What follows belongs to an exercise in optimizing a design on an open flow for small area and a short achievable clock period; a production flow would make more cautious choices.
Only simulation tests tie the RTL to the original design; equivalence was not proved.
Power figures rest on the tool's default switching activity, not on a simulated workload.

## flow/design.v (module list and top-level ports; edited modules follow where they fit)
// module nios_2: 921 lines
module nios_2 (
input clk,
input rst,
input enable,   
input  [31:0] inst_fetch,
output wire [7:0] prog_count_o,
output wire        data_mem_wr_o,     
output wire        data_mem_rd_o,     
output wire [31:0] data_mem_addr_o,   
output wire [31:0] data_mem_wdata_o,   
input       [31:0] data_mem_rdata_i    
);
  // ...
==> flow/run.sh <==
#!/bin/bash
# synth_recipe.tcl (not shown) runs the flow's synth.tcl, then flattens the netlist and writes it again
# the make line also repeats each setting of config.mk as NAME=value (left out here)
make -C /OpenROAD-flow-scripts/flow DESIGN_CONFIG=/design/flow/config.mk WORK_HOME=/design/flow/orfs CLKGATE_MAP_FILE= SYNTH_SCRIPT=/design/flow/synth_recipe.tcl finish
==> flow/config.mk <==
export PLATFORM = sky130hd
export DESIGN_NAME = nios_2
export DESIGN_NICKNAME = nios_2
export VERILOG_FILES = /design/flow/design.v
export SDC_FILE = /design/flow/constraint.sdc
export NUM_CORES = 4
export LEC_CHECK = 0
export CAP_MARGIN = 20
export CORE_MARGIN = 2
export CORE_UTILIZATION = 40
export PLACE_DENSITY = 0.5
export SETUP_SLACK_MARGIN = 4.0
export SLEW_MARGIN = 20
export TNS_END_PERCENT = 20
==> flow/constraint.sdc <==
create_clock -name core_clock -period 10.0 [get_ports {clk}]
set_input_delay 2.0000 -clock core_clock [delete_from_list [all_inputs] [get_ports {clk}]]
set_output_delay 2.0000 -clock core_clock [all_outputs]
set_load 0.01 [all_outputs]
==> run notes, run 1 <==
Post-CTS Setup Bufs=39; Hold Path Class=reg2reg; routability cong.=around 1.1; cell family with most CP delay=simple AND/OR/NAND/NOR gates; CTS tree=yes; vias=between 60000 and 70000; # Max-Cap Violations=0; number of synthesized flops with an enable pin=1024; minimum clock period=roughly 6.3 ns; P_seq=between 6 and 7 mW; Cell variety after synth=97; number of routed nets with antenna violations=0; Inserted Diodes=52; worst-margin pin slew=between 1 and 1.5 ns; post-synthesis simple-gate area fraction=9.681%; setup violators final=0; GR peak layer=met2; Adder-Cell Fraction of Synth Area=7.117%; Crit. End Element=flop; Static Leak=between 20 and 30 nW; die area=approximately 180000 sq um; Slew Viols, Final=0; met3 GRT Util=around 22%; All-Layer GR Usage=50.04%; hold path cells=0; post-synthesis compound-gate area fraction=20.94%; worst hold endpoint=dst_mem[3]; Async S/R FF share, synth=between 6 and 7%; Starting Density=approximately 40%; met3 wire length=68020 um; most frequent cell after synthesis=edfxtp_1; met1 Use GR=58.88%; outcome=timing/DRC/antenna clean; VDD IR max=roughly 380 uV; critical-path cell list=clkdlybuf4s50_1 -> buf_4 -> nand2b_1 -> buf_4 -> nor3_1 -> buf_4 -> a21boi_1 -> a32o_1 -> nor4_1 -> nand4b_1 -> nand2b_1 -> o22ai_1
==> inputs of run 2 (changes only) <==
--- a/flow/design.v
+++ b/flow/design.v
@@ -11,23 +11,23 @@
 input       [31:0] data_mem_rdata_i    
 );
 wire [5:0] op_c = inst_fetch[5:0];
 wire i_type_c = (op_c == 6'h04) | (op_c == 6'h15) | (op_c == 6'h16) |
                 (op_c == 6'h17) | (op_c == 6'h1E) | (op_c == 6'h26);
 wire r_type_c = (op_c == 6'h3A) | (op_c == 6'h31);
 wire call_c   = (op_c == 6'h00);
 wire ir_c     = i_type_c | r_type_c;
-wire [4:0] rega_addr_c = {5{ir_c}} & inst_fetch[31:27];
 wire [4:0] regb_addr_c = {5{ir_c}} & inst_fetch[26:22];
 wire       dst_b_c     = (op_c == 6'h04) | (op_c == 6'h17);
 wire [4:0] dst_c       = dst_b_c  ? inst_fetch[26:22] :
                          r_type_c ? inst_fetch[21:17] : 5'h1F;
 wire       ext_mul_c   = (inst_fetch[16:6] == 11'h027);
 wire       ext_jmp_c   = (inst_fetch[16:6] == 11'h01D);
+wire       is_mul_c    = (op_c == 6'h3A) & ext_mul_c;
 reg  [7:0] prog_count;
 reg  [7:0] prog_count_de;
 reg  [7:0] prog_count_ex;
 reg [15:0] imm;           
 reg [31:0] regA;
 reg [31:0] regB;
 reg [31:0] regB_mem;
 reg [31:0] alu_op;
@@ -60,18 +60,20 @@
 reg [31:0] rf_rst;
 wire        wb_exec = w_ld | w_alu;
 wire [31:0] wb_data = w_ld ? data_mem_rdata_i : alu_op_wb;
 function [31:0] rst_val(input integer k);
   rst_val = (k == 4)  ? 32'h00000004 :
             (k == 29) ? 32'h0000FFFF :
             (k == 31) ? 32'h000000A0 : 32'h00000000;
 endfunction
-wire [31:0] selA = 32'h1 << rega_addr_c;
-wire [31:0] selB = 32'h1 << regb_addr_c;
+wire [31:0] decA = 32'h1 << inst_fetch[31:27];
+wire [31:0] decB = 32'h1 << inst_fetch[26:22];
+wire [31:0] selA = ir_c ? decA : 32'h1;
+wire [31:0] selB = ir_c ? decB : 32'h1;
 reg  [31:0] rdA, rdB;
 integer k;
 always @* begin
   rdA = 32'h0;
   rdB = 32'h0;
   for (k = 0; k < 32; k = k + 1) begin
     rdA = rdA | ({32{selA[k] & ~rf_rst[k]}} & rf[k]) | ({32{selA[k] & rf_rst[k]}} & rst_val(k));
     rdB = rdB | ({32{selB[k] & ~rf_rst[k]}} & rf[k]) | ({32{selB[k] & rf_rst[k]}} & rst_val(k));
@@ -100,17 +102,17 @@
       else if (wb_exec & (dst_wb == gi))
         rf_rst[gi] <= 1'b0;
   end
 endgenerate
 wire [31:0] simm = {{16{imm[15]}}, imm};
 wire        b_gt = regB > regA;
 wire        b_eq = regB == regA;
 wire        branch_taken = (e_blt & b_gt) | (e_bne & ~b_eq) | (e_beq & b_eq);
-wire        use_pc = e_call | ((e_bne | e_beq) & branch_taken);
+wire        use_pc = e_call | (e_bne & ~b_eq) | (e_beq & b_eq);
 wire [31:0] add_x  = use_pc ? {24'h0, prog_count_ex} : regA;
 wire [31:0] add_y  = e_add ? regB : e_call ? 32'h4 : simm;
 wire        sum_en = e_addi | e_bne | e_beq | e_call | e_add;
 wire pp0_0 = bo_one[0] & regA[0];
 wire ng0 = bo_neg[0] & ~pp0_0;
 wire pp0_1 = ((bo_one[0] & regA[1]) | (bo_two[0] & regA[0])) ^ bo_neg[0];
 wire pp0_2 = ((bo_one[0] & regA[2]) | (bo_two[0] & regA[1])) ^ bo_neg[0];
 wire pp0_3 = ((bo_one[0] & regA[3]) | (bo_two[0] & regA[2])) ^ bo_neg[0];
@@ -829,26 +831,27 @@
 wire fc430 = (fs314 & fc371) | (fs314 & fs372) | (fc371 & fs372);
 wire fs431 = fs318 ^ fc373 ^ fs374;
 wire fc432 = (fs318 & fc373) | (fs318 & fs374) | (fc373 & fs374);
 wire fs433 = fs322 ^ fc375 ^ fs376;
 wire fc434 = (fs322 & fc375) | (fs322 & fs376) | (fc375 & fs376);
 wire fs435 = fs325 ^ fc377 ^ fs378;
 wire [31:0] mul_s = {fc434, fc432, fc430, fc428, fc426, fc424, fc422, fc420, fc418, fc416, fc414, fc412, fc410, fc408, fc406, fc404, fc402, fc400, fc398, fc396, fc394, fc392, fc390, fc388, fc386, fc384, fc382, hc380, hs379, pp0_2, ng0, pp0_0};
 wire [31:0] mul_c = {fs435, fs433, fs431, fs429, fs427, fs425, fs423, fs421, fs419, fs417, fs415, fs413, fs411, fs409, fs407, fs405, fs403, fs401, fs399, fs397, fs395, fs393, fs391, fs389, fs387, fs385, fs383, fs381, pp1_1, pp1_0, pp0_1, 1'b0};
-wire [31:0] cpa_x = e_mul ? mul_s : ({32{sum_en}} & add_x);
-wire [31:0] cpa_y = e_mul ? mul_c : ({32{sum_en}} & add_y);
+wire [31:0] cpa_x = mul_s | ({32{sum_en}} & add_x);
+wire [31:0] cpa_y = mul_c | ({32{sum_en}} & add_y);
 wire [31:0] alu_op_c = cpa_x + cpa_y;
 wire [7:0] prog_count_c = !enable      ? prog_count :
                           branch_taken ? (e_blt ? imm[7:0] : prog_count_ex + imm[7:0]) :
                           e_jmp        ? regA[7:0] :
                           e_call       ? imm[7:0] :
                                          prog_count + 8'h04;
-wire fwd1 = (rega_addr_c == regb_addr)     & (rega_addr_c != 5'b0) & ~e_st;
-wire fwd2 = (rega_addr_c == regb_addr_mem) & (rega_addr_c != 5'b0);
+wire a_nz = ir_c & (inst_fetch[31:27] != 5'b0);
+wire fwd1 = a_nz & (inst_fetch[31:27] == regb_addr)     & ~e_st;
+wire fwd2 = a_nz & (inst_fetch[31:27] == regb_addr_mem);
 wire mem_op = m_ld | m_st;
 assign prog_count_o     = prog_count;
 assign data_mem_rd_o    = m_ld;
 assign data_mem_wr_o    = m_st;
 assign data_mem_addr_o  = {32{mem_op}} & alu_op;
 assign data_mem_wdata_o = {32{mem_op}} & regB_mem;
 always @ (posedge clk or negedge rst)
 begin
@@ -888,34 +891,34 @@
     e_wbb         <= (op_c == 6'h04);
     e_st          <= (op_c == 6'h15);
     e_ld          <= (op_c == 6'h17);
     e_blt         <= (op_c == 6'h16);
     e_bne         <= (op_c == 6'h1E);
     e_beq         <= (op_c == 6'h26);
     e_add         <= (op_c == 6'h31);
     e_r           <= r_type_c;
-    e_mul         <= (op_c == 6'h3A) & ext_mul_c;
+    e_mul         <= is_mul_c;
     e_jmp         <= (op_c == 6'h3A) & ext_jmp_c;
     m_ld          <= e_ld;
     m_st          <= e_st;
     m_wb          <= e_wbb | e_callwb | e_r;
     w_ld          <= m_ld;
     w_alu         <= m_wb;
   end
 end
 always @ (posedge clk)
 begin
     imm[15:8]     <= inst_fetch[21:14];
     prog_count_ex <= prog_count_de;
     regA          <= fwd1 ? alu_op_c : fwd2 ? alu_op : rdA;
     regB          <= rdB;
-    bo_one        <= bo_one_c;
-    bo_two        <= bo_two_c;
-    bo_neg        <= bo_neg_c;
+    bo_one        <= {16{is_mul_c}} & bo_one_c;
+    bo_two        <= {16{is_mul_c}} & bo_two_c;
+    bo_neg        <= {16{is_mul_c}} & bo_neg_c;
     regB_mem      <= regB;
     alu_op        <= alu_op_c;
     alu_op_wb     <= alu_op;
     dst_ex        <= dst_c;
     dst_mem       <= dst_ex;
     dst_wb        <= dst_mem;
 end
 endmodule
==> flow/config.mk (replaced) <==
export PLATFORM = sky130hd
export DESIGN_NAME = nios_2
export DESIGN_NICKNAME = nios_2
export VERILOG_FILES = /design/flow/design.v
export SDC_FILE = /design/flow/constraint.sdc
export NUM_CORES = 4
export LEC_CHECK = 0
export CAP_MARGIN = 20
export CORE_MARGIN = 2
export CORE_UTILIZATION = 40
export PLACE_DENSITY = 0.5
export SETUP_SLACK_MARGIN = 5.0
export SLEW_MARGIN = 20
export TNS_END_PERCENT = 20
==> run notes, run 2 <==
Final HPWL DP=between 200000 and 250000 um; Yosys top cell by area=edfxtp_1; setup TNS=0 ns; vias=56720 (-16%); CTS root buf=clkbuf_16; minimum clock period=5.658 ns (-0.6735 ns); die area=169900 sq um (-5.8%); CP most frequent cell=fa_1; first-pass GRT wire length=around 460000 um; All-Layer GR Usage=39.89% (-10 points); most frequent cell after synthesis=edfxtp_1; Routed Wire Length=about 350000 um; Crit Path Max Fanout=12; Async S/R FF share, synth=6.166% (-0.15 points); Setup CP Type=reg2reg; Final Hold Viols=0; CTS tree=yes; wire per inst=between 40 and 50 um; VDD IR max=190.9 uV (-50%); Pwr per Cell Area=about 160 nW/um^2; startpoint types=flop; ratio of cells with drive above 1 in the final layout=between 10% and 20%; worst path buffer plus inverter count=3; Sw Share=about a quarter; 1st-iter DRT viols=11580; port bufs=140; Slew Viols, Final=0 (unchanged); Skew-Pair Late Insertion Delay=between 0.8 and 0.9 ns; # Max-Cap Violations=0 (unchanged); DP Area=a little over 70000 sq um; DR pass1 iterations=22; vias in the first global route=between 50000 and 60000; Cell variety after synth=89 (-8.2%); worst-margin pin slew=1.222 ns (-0.1029 ns); Starting Density=40.34% (+0.14 points); fill cell count=between 10000 and 15000; final std cells w/o fill=between 7000 and 8000; internal power=approximately 9.6 mW; most frequent cells after synthesis=1024 x edfxtp_1, 715 x a22oi_1, 280 x clkbuf_1; setup violators final=0 (unchanged); CTS Sinks=roughly 1300; outcome=timing/DRC/antenna clean; syn_area_per_cell=around 13 sq um; critical-path cell list=buf_12 -> buf_4 -> a22oi_2 -> xor2_1 -> fa_1 -> inv_1 -> fa_1 -> fa_1 -> fa_2 -> fa_1 -> fa_1 -> o21bai_1 -> ha_4 -> a21o_1 -> a21o_1 -> a221oi_2 -> xnor2_2 -> o21a_1; Synth Instances=roughly 5300; cell family with most CP delay=adder cells; top post-synthesis cells by area=edfxtp_1 46%, a22oi_1 8.1%, dfxtp_1 7.2%; CTS clk-pin slew, worst paths=~0.06 ns; via/cell ratio=~7.2; Logic pwr share=7.6%; Crit. End Element=flop; Placement Rows=~150; Synth Warn #=2; pin count of the biggest net entering global routing=66; number of synthesized flops with an enable pin=1024 (unchanged); chip width=slightly above 400 um; commonest non-fill, non-tap cell in the layout=edfxtp_1; initial antenna violation count=15; I/O pins=around 140; CTS buffer count=147; # DRC=0; Hold-fix buffers, CTS=0; beginning of the worst register-to-register path=regA[7]; Max-slew headroom=between 10% and 20%; sequential share of power=between 40% and 50%; Final Skew=~0.047 ns; Seq/Total Area, Yosys=56.50%; most frequent cells in the layout=1024 x edfxtp_1, 677 x a22oi_1, 278 x buf_4; routability cong.=0.9691 (-9.3%); post-route cell area=approximately 80000 sq um; Core Area=165200 sq um; #FFs+latches synth=between 1000 and 1500; area of the mapped netlist=about 67000 sq um; post-synthesis net count=~5600; Required @ worst endpoint=approximately 11 ns; Hold Path Origin=dst_ex[4]; CP Data Arrival Time=approximately 6.3 ns; Top FF cell, synth=edfxtp_1; crit share post-route=roughly 57%; NumNets Final=5871; H-tree levels=4; Slowest cell on crit path=fa_1; Setup crit start=regA[7]; f_max=0.1767 GHz; clk buf depth=3; Overflow after GRT=0; Hold Path Class=reg2reg; Area Overhead vs Synth=20.11%; number of routed nets with antenna violations=0 (unchanged); Largest stage delay, worst path=0.56 ns; placed cells=about 7400; Clk pwr share=43.0%; DIE HEIGHT=between 400 and 500 um; P_sw=3.130 mW; unrepaired setup endpoints after global routing=true; Synth top area share=a little under half; Static Leak=27.89 nW (-5.5%)
-- run 2: final timing paths --
path                            depth (start not counted)                to  slack, ns
worst max-delay path                                   18          regA[31]       4.34
worst min-delay path                                    0        dst_mem[4]       0.32
worst max register to register                         18          regA[31]       4.34
worst min register to register                          0        dst_mem[4]       0.32
max in group asynchronous                               2              w_ld       7.72
min in group asynchronous                               1  prog_count_de[5]       1.06
-- run 2: kinds of logic (layout without fill, tap and decap cells) --
family | count (synthesis) | after routing | synth area share [%]
compound gates | 1569 | 1569 | 18.21
xor+xnor | 349 | 349 | 4.598
fa+ha+maj | 283 | 283 | 7.544
buf+inv | 661 | 1043 | 3.982
flops | 1346 | 1346 | 56.50
mux | 47 | 47 | 0.7792
other cells | 0 | 12 | 0
simple gates | 1001 | 1003 | 8.378
-- run 2: what timing repair did --
action,4_1_cts,5_1_grt
buffers inserted,85,59
resized for setup,276,176
endpoints found under the setup margin,137,128
cloned,16,5
pin swaps,75,65
-- run 2: power by group through the flow --
stage               sequential (mW)  combinational (mW)  clock (mW)
finish                         6.29               0.966        5.46
global route                   6.29                1.01        5.67
CTS                            6.28               0.893        5.45
detailed placement             6.40               0.797           0
global placement               6.41               0.792           0
floorplan                      6.32               0.459           0
-- run 2: layer usage --
metal / GRT usage (%) / routed length, um / up-vias
li1: - / - / 21070
met5: 0.5936 / 511 / -
met1: 49.15 / 119300 / 28050
met2: 59.05 / 146700 / 5836
met4: 25.84 / 31570 / 15
met3: 14.34 / 50690 / 1759
-- run 2: layout make-up --
cell class	count	area, sq um	share of cell area (%)
clock buffer	181	3877	4.845
timing repair buffer	534	5638	7.044
sequential	1346	37790	47.22
inverter	241	904.6	1.130
multi-input combinational	3251	28200	35.23
clock inverter	87	857.1	1.071
tap	2189	2739	3.422
antenna	12	30.03	0.03752
-- run 2: through the flow --
step | hold WS [ns] | total power, mW | worst slack, ns | utilization (%)
after floorplan | 0.3096 | 6.779 | 4.830 | -
after global placement | 0.3103 | 7.198 | 3.003 | 43.40
after detailed placement | 0.3121 | 7.199 | 2.971 | 43.44
after CTS | 0.3142 | 12.63 | 4.316 | 47.63
after global routing | 0.3230 | 12.96 | 4.211 | 48.44
final | 0.3175 | 12.71 | 4.342 | 48.46
==> inputs of run 3 (changes only) <==
--- a/flow/config.mk
+++ b/flow/config.mk
@@ -8,6 +8,8 @@
 export CAP_MARGIN = 20
 export CORE_MARGIN = 2
 export CORE_UTILIZATION = 40
+export CTS_CLUSTER_DIAMETER = 60
+export CTS_CLUSTER_SIZE = 20
 export PLACE_DENSITY = 0.5
 export SETUP_SLACK_MARGIN = 5.0
 export SLEW_MARGIN = 20
==> run notes, run 3 <==
Adder-Cell Fraction of Synth Area=7.544% (unchanged); CTS root buf=clkbuf_16; Final Hold Viols=0 (unchanged); 1st-iter DRT viols=11540 (-0.34%); Hold Path Class=reg2reg; CTS clk-pin slew, worst paths=0.08 ns (+0.02 ns); Max-slew headroom=15.41% (-3.2 points); most frequent cells in the layout=1024 x edfxtp_1, 681 x a22oi_1, 290 x buf_4; number of synthesized flops with an enable pin=1024 (unchanged); # DRC=0 (unchanged); CTS Sinks=1346 (unchanged); I/O pins=141 (unchanged); met3 GRT Util=14.21% (-0.13 points); #FFs+latches synth=1346 (unchanged); Hold-fix buffers, CTS=0 (unchanged); port bufs=140 (unchanged); syn_area_per_cell=12.68 sq um (unchanged); outcome=timing/DRC/antenna clean; Area Overhead vs Synth=19.28%; worst-margin pin slew=1.269 ns (+0.04731 ns); Yosys top cell by area=edfxtp_1; pin count of the biggest net entering global routing=66 (unchanged); Crit Path Max Fanout=14 (+2); Async S/R FF share, synth=6.166% (unchanged); top post-synthesis cells by area=edfxtp_1 46%, a22oi_1 8.1%, dfxtp_1 7.2%; Overflow after GRT=0 (unchanged); vias=56600 (-0.22%); Crit. End Element=flop; CTS tree=yes; Top FF cell, synth=edfxtp_1; met1 Use GR=49.23% (+0.081 points); Synth Instances=5256 (unchanged); ratio of cells with drive above 1 in the final layout=18.86% (+0.35 points); DIE HEIGHT=412.2 um (unchanged); commonest non-fill, non-tap cell in the layout=edfxtp_1; Starting Density=40.34% (unchanged); post-synthesis mux area share=0.7792% (unchanged); startpoint types=flop; Placement Rows=149 (unchanged); Synth Warn #=2 (unchanged); minimum clock period=5.628 ns (-0.03060 ns); f_max=0.1777 GHz (+0.54%); largest family of logic cells by synthesized area=compound AO/OA/AOI/OAI gates; post-synthesis net count=5606 (unchanged); Skew-Pair Late Insertion Delay=0.79 ns (-0.02 ns); All-Layer GR Usage=40.06% (+0.17 points); NumNets Final=5859 (-0.20%); post-route cell area=79490 sq um (-0.69%); routability cong.=0.9691 (unchanged); GR Layer Usage met2=58.91% (-0.14 points); via/cell ratio=7.248 (+0.19%); GR peak layer=met2; CP Data Arrival Time=6.26 ns (-0.06 ns); most frequent cell after synthesis=edfxtp_1; DR pass1 iterations=12 (-45%); clk buf depth=3 (unchanged); Static Leak=27.65 nW (-0.87%); Place WS=2.971 ns (unchanged); Final HPWL DP=204500 um (unchanged); crit share post-route=56.28% (-0.31 points); post-synthesis simple-gate area fraction=8.378% (unchanged); Pwr per Cell Area=151.5 nW/um^2 (-4.6%); first-pass GRT wire length=464600 um (+0.40%); Seq/Total Area, Yosys=56.50% (unchanged); XOR/XNOR Fraction of Synth Area=4.598% (unchanged); H-tree levels=3 (-1); die area=169900 sq um (unchanged); Core Area=165200 sq um (unchanged); Routed Wire Length=349700 um (+0.28%); Final Skew=0.07077 ns (+0.02349 ns); initial antenna violation count=20 (+5); setup TNS=0 ns (unchanged); setup violators final=0 (unchanged); number of routed nets with antenna violations=0 (unchanged); unrepaired setup endpoints after global routing=true; most frequent cells after synthesis=1024 x edfxtp_1, 715 x a22oi_1, 280 x clkbuf_1; Slew Viols, Final=0 (unchanged); area of the mapped netlist=66640 sq um (unchanged); # Max-Cap Violations=0 (unchanged); VDD IR max=140.4 uV (-26%); Worst Reg-to-Reg Cells=20 (+2); fin worst setup slack=4.372 ns (+0.03060 ns); vias in the first global route=53310 (-0.13%); post-synthesis compound-gate area fraction=18.21% (unchanged); Synth top area share=46.14% (unchanged); wire per inst=44.78 um (+0.69%); DP Area=71750 sq um (unchanged); Setup CP Type=reg2reg; hold path cells=0 (unchanged); Cell variety after synth=89 (unchanged); CTS buffer count=112 (-24%); Required @ worst endpoint=10.63 ns (-0.03 ns); chip width=412.2 um (unchanged)
==> run 3: cell count changes in the layout (fill, tap and decap cells not counted), sizes merged, moves of 8 or more <==
cell / delta
bufinv: -9
inv: +36
clkinvlp: -8
clkinv: -22
clkbuf: -55
buf: +24
==> run 3: layout make-up <==
| class | instances | area [sq um] |
|---|---|---|
| Antenna cell | 11 | 27.53 |
| Timing Repair Buffer | 556 | 5854 |
| Multi-Input combinational cell | 3252 | 28180 |
| Inverter | 241 | 904.6 |
| Clock inverter | 84 | 1005 |
| Sequential cell | 1346 | 37790 |
| Tap cell | 2189 | 2739 |
| Clock buffer | 130 | 2987 |
| Fill cell | 14580 | 85690 |
==> run 3: through the flow <==
stage | hold WS [ns] | util, % | instances | power (mW)
after CTS | 0.2936 | 47.54 | 7742 | 11.98
final | 0.3106 | 48.12 | 7809 | 12.04
after global placement | 0.3103 | 43.40 | 7393 | 7.198
after global routing | 0.3032 | 48.11 | 7800 | 12.29
after detailed placement | 0.3121 | 43.44 | 7395 | 7.199
after floorplan | 0.3096 | - | 5256 | 6.779
==> run 3: worst paths after layout <==
check                      startpoint            end  slack, ns
hold / removal             dst_mem[1]      dst_wb[1]       0.31
setup / recovery            bo_two[2]       regA[31]       4.37
hold reg to reg            dst_mem[1]      dst_wb[1]       0.31
min in group asynchronous         rst  prog_count[6]       1.08
max in group asynchronous         rst           w_ld       7.71
setup reg to reg            bo_two[2]       regA[31]       4.37
==> run 3: worst max-delay path: stages (launching register included) <==
cell      delay, ns
dfxtp_4        0.36
buf_12         0.15
a22oi_2        0.18
xor2_1         0.21
fa_1           0.46
fa_1           0.49
inv_1          0.05
fa_2           0.33
fa_1           0.56
fa_1           0.43
o21bai_1       0.17
ha_1           0.36
nand2_2        0.12
o21ai_4        0.08
nor4_4         0.31
o32ai_4        0.17
o31ai_4        0.20
nand2b_1       0.17
a221oi_2       0.31
xnor2_2        0.13
o21a_1         0.19
==> run 3: cells by family after synthesis <==
logic type,Yosys count
xor gates and xnor gates,349
adders and majority gates,283
AOI/OAI and AO/OA,1569
and+or+nand+nor,1001
DFF,1346
muxes,47
buffers and inverters,661
==> run 3: per-layer routing <==
layer	routed length (um)	part of all wire [%]
met5	314	0.090
met3	50910	15
met1	119300	34
met4	32510	9.3
met2	146700	42
==> run 3: repair_timing <==
| action | 4_1_cts | 5_1_grt |
|---|---|---|
| pin swaps | 117 | 42 |
| gates cloned | 19 | 3 |
| setup buffers | 114 | 53 |
| gates resized for setup | 351 | 119 |
| setup endpoints to repair | 136 | 130 |
==> run 3: where the power goes <==
group | internal, mW | switching [mW] | total, mW | leakage (nW)
clock | 2.36 | 2.43 | 4.80 | 1.93
sequential | 6.14 | 0.132 | 6.27 | 12.4
combinational | 0.349 | 0.622 | 0.971 | 13.3
total | 8.85 | 3.19 | 12.0 | 27.7
==> inputs of run 4 (changes only) <==
--- a/flow/config.mk
+++ b/flow/config.mk
@@ -7,10 +7,10 @@
 export LEC_CHECK = 0
 export CAP_MARGIN = 20
 export CORE_MARGIN = 2
-export CORE_UTILIZATION = 40
+export CORE_UTILIZATION = 45
 export CTS_CLUSTER_DIAMETER = 60
 export CTS_CLUSTER_SIZE = 20
-export PLACE_DENSITY = 0.5
+export PLACE_DENSITY = 0.55
 export SETUP_SLACK_MARGIN = 5.0
 export SLEW_MARGIN = 20
 export TNS_END_PERCENT = 20
==> run notes, run 4 <==
# Max-Cap Violations=0 (unchanged); NumNets Final=5865 (+0.10%); H-tree levels=3 (unchanged); Setup CP Type=reg2reg; Placement Rows=141 (-5.4%); initial antenna violation count=26 (+30%); Skew-Pair Late Insertion Delay=0.78 ns (about the same); syn_area_per_cell=12.68 sq um (unchanged); Synth top area share=46.14% (unchanged); placed cells=7121 (-3.7%); Pwr per Cell Area=150.9 nW/um^2 (-0.42%); #FFs+latches synth=1346 (unchanged); via/cell ratio=7.535 (+4.0%); 1st-iter DRT viols=12250 (+6.1%); routability cong.=0.9556 (-1.4%); r2r setup slk=4.34 ns (-0.03 ns); outcome=timing/DRC/antenna clean; vias in the first global route=53570 (+0.49%); Crit. End Element=flop; setup TNS=0 ns (unchanged); Crit Path Max Fanout=5 (-9); f_max=0.1768 GHz (-0.53%); worst-margin pin slew=1.225 ns (-0.04349 ns); CTS root buf=clkbuf_16; wire per inst=44.95 um (+0.38%); number of synthesized flops with an enable pin=1024 (unchanged); CTS Sinks=1346 (unchanged); beginning of the worst register-to-register path=bo_one[2]; top post-synthesis cells by area=edfxtp_1 46%, a22oi_1 8.1%, dfxtp_1 7.2%; Final Skew=0.06883 ns (-0.001944 ns); Final HPWL DP=193800 um (-5.3%); setup violators final=0 (unchanged); Overflow after GRT=0 (unchanged); unrepaired setup endpoints after global routing=true; area of the mapped netlist=66640 sq um (unchanged); Setup crit start=bo_one[2]; DR pass1 iterations=16 (+4); Async S/R FF share, synth=6.166% (unchanged); All-Layer GR Usage=43.84% (+3.8 points); Slew Viols, Final=0 (unchanged); VDD IR max=171.1 uV (+22%); Static Leak=27.74 nW (+0.33%); Cell variety after synth=89 (unchanged); pin count of the biggest net entering global routing=74 (+12%); Max-slew headroom=18.31% (+2.9 points); final std cells w/o fill=7566 (-3.1%); CTS buffer count=109 (-2.7%); CP Data Arrival Time=6.33 ns (+0.07 ns); first-pass GRT wire length=454000 um (-2.3%); Final Hold Viols=0 (unchanged); # DRC=0 (unchanged); CTS clk-pin slew, worst paths=0.08 ns (about the same); Reg-to-Reg End=regA[30]; crit share post-route=56.58% (+0.30 points); number of routed nets with antenna violations=0 (unchanged); Hold WS=0.3312 ns (+0.02068 ns); CTS tree=yes; Synth Warn #=2 (unchanged); most frequent cells after synthesis=1024 x edfxtp_1, 715 x a22oi_1, 280 x clkbuf_1; most frequent cells in the layout=1024 x edfxtp_1, 653 x a22oi_1, 293 x buf_4; Starting Density=45.24% (+4.9 points); Worst Reg-to-Reg Cells=21 (+5.0%); commonest non-fill, non-tap cell in the layout=edfxtp_1; Routed Wire Length=340100 um (-2.7%); Area Overhead vs Synth=19.36% (about the same); vias=57010 (+0.73%); clk buf depth=3 (unchanged); I/O pins=141 (unchanged); CP endpoint=regA[30]; Seq/Total Area, Yosys=56.50% (unchanged); fill cell count=12260 (-16%); Hold Path Class=reg2reg; Core Area=147300 sq um (-11%); die area=151200 sq um (-11%); ratio of cells with drive above 1 in the final layout=19.54% (+0.68 points); post-synthesis net count=5606 (unchanged); minimum clock period=5.658 ns (+0.02988 ns); Yosys top cell by area=edfxtp_1; Synth Instances=5256 (unchanged); port bufs=140 (unchanged); startpoint types=flop; DP Area=71340 sq um (-0.57%); Required @ worst endpoint=10.67 ns (+0.04 ns); DIE HEIGHT=388.8 um (-5.7%); post-route cell area=79540 sq um (about the same); chip width=388.8 um (-5.7%); Top FF cell, synth=edfxtp_1; most frequent cell after synthesis=edfxtp_1
## run 4: area by class of cell
cell class                      instances  area [sq um]  area share (%)
Tap cell                             1930          2415           3.036
Clock buffer                          120          2800           3.521
Timing Repair Buffer                  567          6126           7.702
Sequential cell                      1346         37790           47.52
Inverter                              241         904.6           1.137
Clock inverter                         85          1054           1.325
Antenna cell                           27         67.56         0.08495
Multi-Input combinational cell       3250         28380           35.68
## run 4: worst min-delay path by stage
stage	slack, ns	to	startpoint	cells past startpoint
2_1_floorplan	0.31	dst_mem[0]	dst_ex[0]	0
3_3_place_gp	0.31	dst_mem[2]	dst_ex[2]	0
3_5_place_dp	0.31	dst_mem[0]	dst_ex[0]	0
4_1_cts	0.33	dst_wb[1]	dst_mem[1]	0
5_1_grt	0.32	dst_wb[0]	dst_mem[0]	0
6_report	0.33	dst_mem[2]	dst_ex[2]	0
## run 4: cells by family (layout without fill, tap and decap cells)
kind of cell,Yosys count,count (layout),share of synthesized area (%)
flops,1346,1346,56.50
other cells,0,27,0
xor+xnor,349,349,4.598
fa+ha+maj,283,283,7.544
buf+inv,661,1013,3.982
simple gates,1001,1002,8.378
compound gates,1569,1569,18.21
mux,47,47,0.7792
## run 4: report_power, final
| group | switching [mW] | internal [mW] |
|---|---|---|
| sequential | 0.131 | 6.14 |
| clock | 2.39 | 2.33 |
| combinational | 0.631 | 0.371 |
## run 4: what timing repair did
action | CTS | global route
setup buffers | 128 | 56
endpoints found under the hold margin | 0 | 0
setup endpoints to repair | 142 | 126
pin swaps | 113 | 51
hold buffers | 0 | 0
cloned | 24 | 1
gates resized for setup | 409 | 101
## run 4: metrics by stage
step / util [%] / setup WS [ns] / total power [mW]
2_1_floorplan: - / 4.830 / 6.779
3_3_place_gp: 48.42 / 2.806 / 7.179
3_5_place_dp: 48.43 / 3.086 / 7.184
4_1_cts: 53.31 / 4.365 / 11.91
5_1_grt: 53.95 / 4.228 / 12.24
6_report: 53.99 / 4.342 / 12.00
## run 4: metal layers
metal  up-vias  wire [um]  global-route usage, %
met2      6079     140400                  63.21
li1      21080          -                      -
met4        24      33910                  33.22
met3      1913      54080                  17.95
met1     27910     111300                  52.30
met5         -        387                 0.3509
## run 4: worst max-delay path: stages (launching register included)
cell and delay (ns):
dfxtp_4 0.40, buf_4 0.15, a22oi_2 0.15, xor2_1 0.20
fa_1 0.46, fa_1 0.49, inv_1 0.05, fa_2 0.35
fa_2 0.58, fa_1 0.46, o21bai_1 0.18, ha_1 0.34
a21o_1 0.21, a21o_1 0.19, a21oi_2 0.17, nor3b_2 0.08
a211oi_2 0.26, o21ai_2 0.14, a21oi_2 0.16, nand2b_1 0.09
o32a_1 0.31, o21ai_2 0.11
==> inputs of run 5 (changes only) <==
--- a/flow/config.mk
+++ b/flow/config.mk
@@ -13,4 +13,4 @@
 export PLACE_DENSITY = 0.55
 export SETUP_SLACK_MARGIN = 5.0
 export SLEW_MARGIN = 20
-export TNS_END_PERCENT = 20
+export TNS_END_PERCENT = 0
==> run notes, run 5 <==
Final Hold Viols=0 (unchanged); H-tree levels=3 (unchanged); CP most frequent cell=nor4_1; Synth Warn #=2 (unchanged); Setup CP Type=in2reg; vias=56800 (-0.37%); fin worst setup slack=4.055 ns (-0.2871 ns); post-synthesis net count=5606 (unchanged); outcome=timing/DRC/antenna clean; GR Layer Usage met2=63.83% (+0.63 points); minimum clock period=5.945 ns (+0.2871 ns); Slew Viols, Final=0 (unchanged); startpoint types=input port; initial antenna violation count=27 (+3.8%); met3 GRT Util=16.83% (-1.1 points); Sw Share=26.23% (-0.053 points); syn_area_per_cell=12.68 sq um (unchanged); Final Skew=0.07558 ns (+0.006756 ns); worst-margin pin slew=1.279 ns (+0.05402 ns); Hold-fix buffers, CTS=0 (unchanged); Hold WS=0.3272 ns (-0.004022 ns); pin count of the biggest net entering global routing=70 (-5.4%); top post-synthesis cells by area=edfxtp_1 46%, a22oi_1 8.1%, dfxtp_1 7.2%; Skew-Pair Late Insertion Delay=0.80 ns (+0.02 ns); wire per inst=45.13 um (+0.40%); critical-path cell list=clkdlybuf4s50_1 -> nand2b_1 -> nor4_1 -> and2_2 -> buf_4 -> a222oi_1 -> nand3_1 -> nor4_1 -> o22ai_1; Synth top area share=46.14% (unchanged); Core Area=147300 sq um (unchanged); number of synthesized flops with an enable pin=1024 (unchanged); port bufs=140 (unchanged); clk buf depth=3 (unchanged); CTS buffer count=108 (-0.92%); Static Leak=27.13 nW (-2.2%); GR peak layer=met2; fill cell count=12530 (+2.2%); routability cong.=0.9758 (+2.1%); I/O pins=141 (unchanged); Crit. End Element=flop; first-pass GRT wire length=453700 um (about the same); Max-slew headroom=14.24% (-4.1 points); DR pass1 iterations=10 (-6); CTS clk-pin slew, worst paths=0.08 ns (about the same); Area Overhead vs Synth=16.94%; unrepaired setup endpoints after global routing=true; setup violators final=0 (unchanged); ratio of cells with drive above 1 in the final layout=16.29% (-3.2 points); sequential share of power=52.9% (+0.6 points); Routed Wire Length=338300 um (-0.54%); via/cell ratio=7.579 (+0.58%); Required @ worst endpoint=10.57 ns (-0.10 ns); Logic pwr share=8.0% (-0.4 points); crit share post-route=59.45% (+2.9 points); DIE HEIGHT=388.8 um (unchanged); P_sw=3.117 mW (-1.2%); #FFs+latches synth=1346 (unchanged); met1 Use GR=53.12% (+0.82 points); CTS root buf=clkbuf_16; Seq/Total Area, Yosys=56.50% (unchanged); most frequent cells after synthesis=1024 x edfxtp_1, 715 x a22oi_1, 280 x clkbuf_1; Placement Rows=141 (unchanged); Slowest cell on crit path=nor4_1; Crit Path Max Fanout=16 (+11); Synth Instances=5256 (unchanged); post-route cell area=77930 sq um (-2.0%); internal power=8.765 mW (-0.90%); area of the mapped netlist=66640 sq um (unchanged); Starting Density=45.24% (unchanged); 1st-iter DRT viols=12170 (-0.59%); NumNets Final=5800 (-1.1%); # DRC=0 (unchanged); f_max=0.1682 GHz (-4.8%); vias in the first global route=53520 (-0.095%); Largest stage delay, worst path=1.06 ns (+0.48 ns); Cell variety after synth=89 (unchanged); commonest non-fill, non-tap cell in the layout=edfxtp_1; # Max-Cap Violations=0 (unchanged); Yosys top cell by area=edfxtp_1; VDD IR max=143.4 uV (-16%); Top FF cell, synth=edfxtp_1; CTS tree=yes; CP Data Arrival Time=6.51 ns (+0.18 ns); most frequent cell after synthesis=edfxtp_1; Place WS=2.353 ns (-0.7337 ns); power consumption=11.88 mW (-0.97%); Pwr per Cell Area=152.5 nW/um^2 (+1.1%); die area=151200 sq um (unchanged); Final HPWL DP=196500 um (+1.4%); Async S/R FF share, synth=6.166% (unchanged); setup TNS=0 ns (unchanged); number of routed nets with antenna violations=0 (unchanged); Hold Path Class=reg2reg; Overflow after GRT=0 (unchanged); Clk pwr share=39.1% (-0.3 points); chip width=388.8 um (unchanged); DP Area=71250 sq um (-0.12%); CTS Sinks=1346 (unchanged); All-Layer GR Usage=43.76% (-0.082 points); most frequent cells in the layout=1024 x edfxtp_1, 692 x a22oi_1, 278 x buf_4
-- run 5: cell type report --
class                           instances  area [sq um]  area share [%]
Clock inverter                         77         978.4           1.256
Clock buffer                          126          2823           3.622
Tap cell                             1930          2415           3.099
Antenna cell                           22         55.05         0.07065
Inverter                              241         904.6           1.161
Multi-Input combinational cell       3249         27680           35.52
Timing Repair Buffer                  504          5273           6.766
Sequential cell                      1346         37800           48.50
-- run 5: logic make-up after synthesis --
| group | share of synthesized area (%) |
|---|---|
| xor gates and xnor gates | 4.598 |
| buffers and inverters | 3.982 |
| DFF | 56.50 |
| AOI/OAI and AO/OA | 18.21 |
| muxes | 0.7792 |
| and+or+nand+nor | 8.378 |
| adders and majority gates | 7.544 |
-- run 5: stage by stage --
step / utilization (%) / instances
2_1_floorplan: - / 5256
3_3_place_gp: 48.35 / 7124
3_5_place_dp: 48.37 / 7125
4_1_cts: 52.82 / 7471
5_1_grt: 52.86 / 7474
6_report: 52.90 / 7495
-- run 5: metal layers --
metal  part of all wire [%]  wire (um)  vias up
met5                  0.034        116        -
met4                    9.4      31700       14
met3                     15      51630     1927
met2                     42     141300     5964
met1                     34     113600    28000
li1                       -          -    20900
-- run 5: path summary, 6_finish.rpt --
path,startpoint,end,slack [ns],depth (start not counted)
min,dst_mem[2],dst_wb[2],0.33,0
max in group asynchronous,rst,w_ld,7.68,2
min in group asynchronous,rst,imm[6],1.07,1
min reg2reg,dst_mem[2],dst_wb[2],0.33,0
max,inst_fetch[28],regA[29],4.06,9
max reg2reg,regA[24],regA[20],4.33,26
-- run 5: power by group through the flow --
stage          sequential (mW)  clock, mW  combinational, mW
2_1_floorplan             6.32          0              0.459
3_3_place_gp              6.41          0              0.780
3_5_place_dp              6.41          0              0.787
4_1_cts                   6.28       4.63              0.909
5_1_grt                   6.29       4.84              0.989
6_report                  6.29       4.65              0.950
-- run 5: critical path: cells and delay by family --
kind	cells	cell delay (ns)
AND/OR/NAND/NOR	5	2.51
AO/OA/AOI/OAI	2	0.59
buffers and inverters	2	1.36
-- run 5: repair_timing --
item	CTS	global route
pin swaps	73	0
setup endpoints to repair	140	131
resized for setup	279	7
gates cloned	20	0
buffers inserted	123	2
==> inputs of run 6 (changes only) <==
==> flow/config.mk (replaced) <==
export PLATFORM = sky130hd
export DESIGN_NAME = nios_2
export DESIGN_NICKNAME = nios_2
export VERILOG_FILES = /design/flow/design.v
export SDC_FILE = /design/flow/constraint.sdc
export NUM_CORES = 4
export LEC_CHECK = 0
export CAP_MARGIN = 20
export CORE_MARGIN = 2
export CORE_UTILIZATION = 40
export CTS_BUF_LIST = sky130_fd_sc_hd__clkbuf_8
export PLACE_DENSITY = 0.5
export SETUP_SLACK_MARGIN = 5.0
export SLEW_MARGIN = 20
export TNS_END_PERCENT = 20
==> run notes, run 6 <==
outcome=timing/DRC/antenna clean; Synth Instances=5256 (unchanged); Pwr per Cell Area=152.1 nW/um^2 (-0.23%); Final HPWL DP=204500 um (+4.1%); syn_area_per_cell=12.68 sq um (unchanged); fin worst setup slack=4.273 ns (+0.2181 ns); setup violators final=0 (unchanged); CTS clk-pin slew, worst paths=0.06 ns (-0.02 ns); Final Hold Viols=0 (unchanged); H-tree levels=4 (+1); setup TNS=0 ns (unchanged); Yosys top cell by area=edfxtp_1; I/O pins=141 (unchanged); Overflow after GRT=0 (unchanged); CTS Sinks=1346 (unchanged); post-synthesis compound-gate area fraction=18.21% (unchanged); port bufs=140 (unchanged); DIE HEIGHT=412.2 um (+6.0%); Starting Density=40.34% (-4.9 points); die area=169900 sq um (+12%); Area Overhead vs Synth=19.68%; f_max=0.1746 GHz (+3.8%); Adder-Cell Fraction of Synth Area=7.544% (unchanged); Synth top area share=46.14% (unchanged); fill cell count=14700 (+17%); most frequent cell after synthesis=edfxtp_1; unrepaired setup endpoints after global routing=true; Hold Path Class=reg2reg; Required @ worst endpoint=10.88 ns (+0.31 ns); post-synthesis simple-gate area fraction=8.378% (unchanged); area of the mapped netlist=66640 sq um (unchanged); startpoint types=flop; NumNets Final=5958 (+2.7%); Setup CP Type=reg2reg; Static Leak=28.15 nW (+3.8%); clk buf depth=3 (unchanged); routability cong.=0.9691 (-0.69%); vias=57300 (+0.88%); XOR/XNOR Fraction of Synth Area=4.598% (unchanged); initial antenna violation count=22 (-19%); Top FF cell, synth=edfxtp_1; minimum clock period=5.727 ns (-0.2181 ns); pin count of the biggest net entering global routing=66 (-5.7%); most frequent cells in the layout=1024 x edfxtp_1, 673 x a22oi_1, 296 x buf_4; Skew-Pair Late Insertion Delay=1.05 ns (+0.25 ns); # Max-Cap Violations=0 (unchanged); DR pass1 iterations=10 (unchanged); wire per inst=43.79 um (-3.0%); top post-synthesis cells by area=edfxtp_1 46%, a22oi_1 8.1%, dfxtp_1 7.2%; Place WS=2.971 ns (+0.6186 ns); largest family of logic cells by synthesized area=compound AO/OA/AOI/OAI gates; Routed Wire Length=350100 um (+3.5%); VDD IR max=174.0 uV (+21%); first-pass GRT wire length=463400 um (+2.1%); All-Layer GR Usage=39.94% (-3.8 points); Slew Viols, Final=0 (unchanged); post-synthesis net count=5606 (unchanged); vias in the first global route=54120 (+1.1%); Crit. End Element=flop; Final Skew=0.09556 ns (+0.01998 ns); chip width=412.2 um (+6.0%); Crit Path Max Fanout=7 (-9); CTS buffer count=218 (+100%); Async S/R FF share, synth=6.166% (unchanged); Synth Warn #=2 (unchanged); # DRC=0 (unchanged); Cell variety after synth=89 (unchanged); crit share post-route=57.27% (-2.2 points); CTS root buf=clkbuf_8; most frequent cells after synthesis=1024 x edfxtp_1, 715 x a22oi_1, 280 x clkbuf_1; Placement Rows=149 (+5.7%); Hold WS=0.3214 ns (-0.005861 ns); post-synthesis mux area share=0.7792% (unchanged); 1st-iter DRT viols=11700 (-3.9%); commonest non-fill, non-tap cell in the layout=edfxtp_1; worst-margin pin slew=1.280 ns (+0.0008631 ns); number of routed nets with antenna violations=0 (unchanged); Max-slew headroom=14.65% (+0.41 points); CTS tree=yes; Core Area=165200 sq um (+12%); Seq/Total Area, Yosys=56.50% (unchanged); number of synthesized flops with an enable pin=1024 (unchanged); CP Data Arrival Time=6.61 ns (+0.10 ns); #FFs+latches synth=1346 (unchanged); via/cell ratio=7.168 (-5.4%); ratio of cells with drive above 1 in the final layout=19.98% (+3.7 points)
==> run 6: cell counts after synthesis <==
No cell type changed its count.
==> run 6: cell type report <==
class	instances	area (sq um)	area share, %
Clock buffer	230	3166	3.969
Multi-Input combinational cell	3252	28270	35.45
Tap cell	2189	2739	3.434
Timing Repair Buffer	549	5695	7.141
Antenna cell	13	32.53	0.04079
Clock inverter	174	1174	1.472
Sequential cell	1346	37770	47.36
Inverter	241	904.6	1.134
==> run 6: cell families after synthesis <==
family	after synthesis
adders and majority gates	283
and+or+nand+nor	1001
buffers and inverters	661
xor gates and xnor gates	349
muxes	47
DFF	1346
AOI/OAI and AO/OA	1569
==> run 6: metal layers <==
metal	part of all wire, %	GRT usage, %	vias up
met5	0.10	1.215	-
met4	9.2	27.08	24
met3	15	14.66	1787
met2	42	58.61	5779
met1	34	48.90	28450
li1	-	-	21260
==> run 6: per-stage QoR <==
stage,cells,utilization [%],total power [mW],instance area (sq um)
floorplan,5256,-,6.779,67230
global placement,7393,43.40,7.198,71690
detailed placement,7395,43.44,7.199,71750
CTS,7884,47.19,12.04,77940
global route,7984,48.27,12.42,79730
finish,7994,48.28,12.13,79750
==> run 6: final timing paths <==
check	to	depth (start not counted)	startpoint	slack, ns
worst min-delay path	dst_wb[1]	0	dst_mem[1]	0.32
worst max register to register	regA[30]	20	bo_one[0]	4.27
worst min register to register	dst_wb[1]	0	dst_mem[1]	0.32
min in group asynchronous	prog_count_de[5]	1	rst	0.88
max in group asynchronous	w_ld	2	rst	7.87
worst max-delay path	regA[30]	20	bo_one[0]	4.27
==> run 6: repair_timing <==
item | 4_1_cts | 5_1_grt
endpoints found under the setup margin | 145 | 149
gates cloned | 15 | 4
pin swaps | 57 | 91
resized for setup | 240 | 229
hold buffers | 0 | 0
setup buffers | 70 | 93
==> run 6: power by group <==
part | leakage [nW] | switching [mW] | internal [mW]
Combinational | 13.3 | 0.615 | 0.342
Clock | 2.48 | 2.42 | 2.46
Sequential | 12.4 | 0.137 | 6.15
==> run 6: worst max-delay path, cell delays in order (launching register included) <==
cell and delay [ns]:
dfxtp_4 0.44, buf_12 0.19, a22oi_2 0.10, xnor2_1 0.25, fa_2 0.53, fa_2 0.59, inv_2 0.04, fa_2 0.33
inv_2 0.06, fa_2 0.46, fa_1 0.52, o21bai_1 0.18, ha_1 0.37, buf_6 0.14, a21o_1 0.15, a211oi_2 0.33
o21ai_4 0.14, a21oi_2 0.20, nand2b_1 0.10, o32a_1 0.33, o21ai_1 0.11

separate check: timing with driven ports:
How much do the figures lean on ideal ports? The routed layouts below were timed once more, with nothing changed but the port constraints.
Step 1 assumes that a clkbuf_16 drives the clock port and a buf_2 every other input.
Step 2 moves the port delays by t, midway between the first and last clock arrival at a register: inputs arrive t later, outputs are due t later. That takes back most of the time a late clock gives input paths.
Three values: no drivers, after step 1, after step 2; two values: the first two.
run | t, ns | slack for setup (ns) | worst setup path after step 2 | worst register clock-pin slew, ns | worst data-port slew with drivers (ns)
run 1 | 0.938 | 3.668 / 3.730 / 2.792 | input to register | 0.08 / 0.08 | 0.06
run 2 | 0.873 | 4.342 / 4.342 / 3.582 | input to register | 0.07 / 0.07 | 0.06
run 3 | 0.834 | 4.372 / 4.372 / 3.752 | input to register | 0.09 / 0.09 | 0.05
run 4 | 0.832 | 4.342 / 4.342 / 3.874 | input to register | 0.09 / 0.09 | 0.06
run 5 | 0.840 | 4.055 / 4.110 / 3.270 | input to register | 0.09 / 0.09 | 0.07
run 6 | 1.083 | 4.273 / 4.273 / 3.512 | input to register | 0.09 / 0.09 | 0.06
After both steps every run listed still meets setup and hold. For run 1, which loses most, drivers alone change the setup slack by +0.062 ns; drivers and shift together by -0.876 ns.
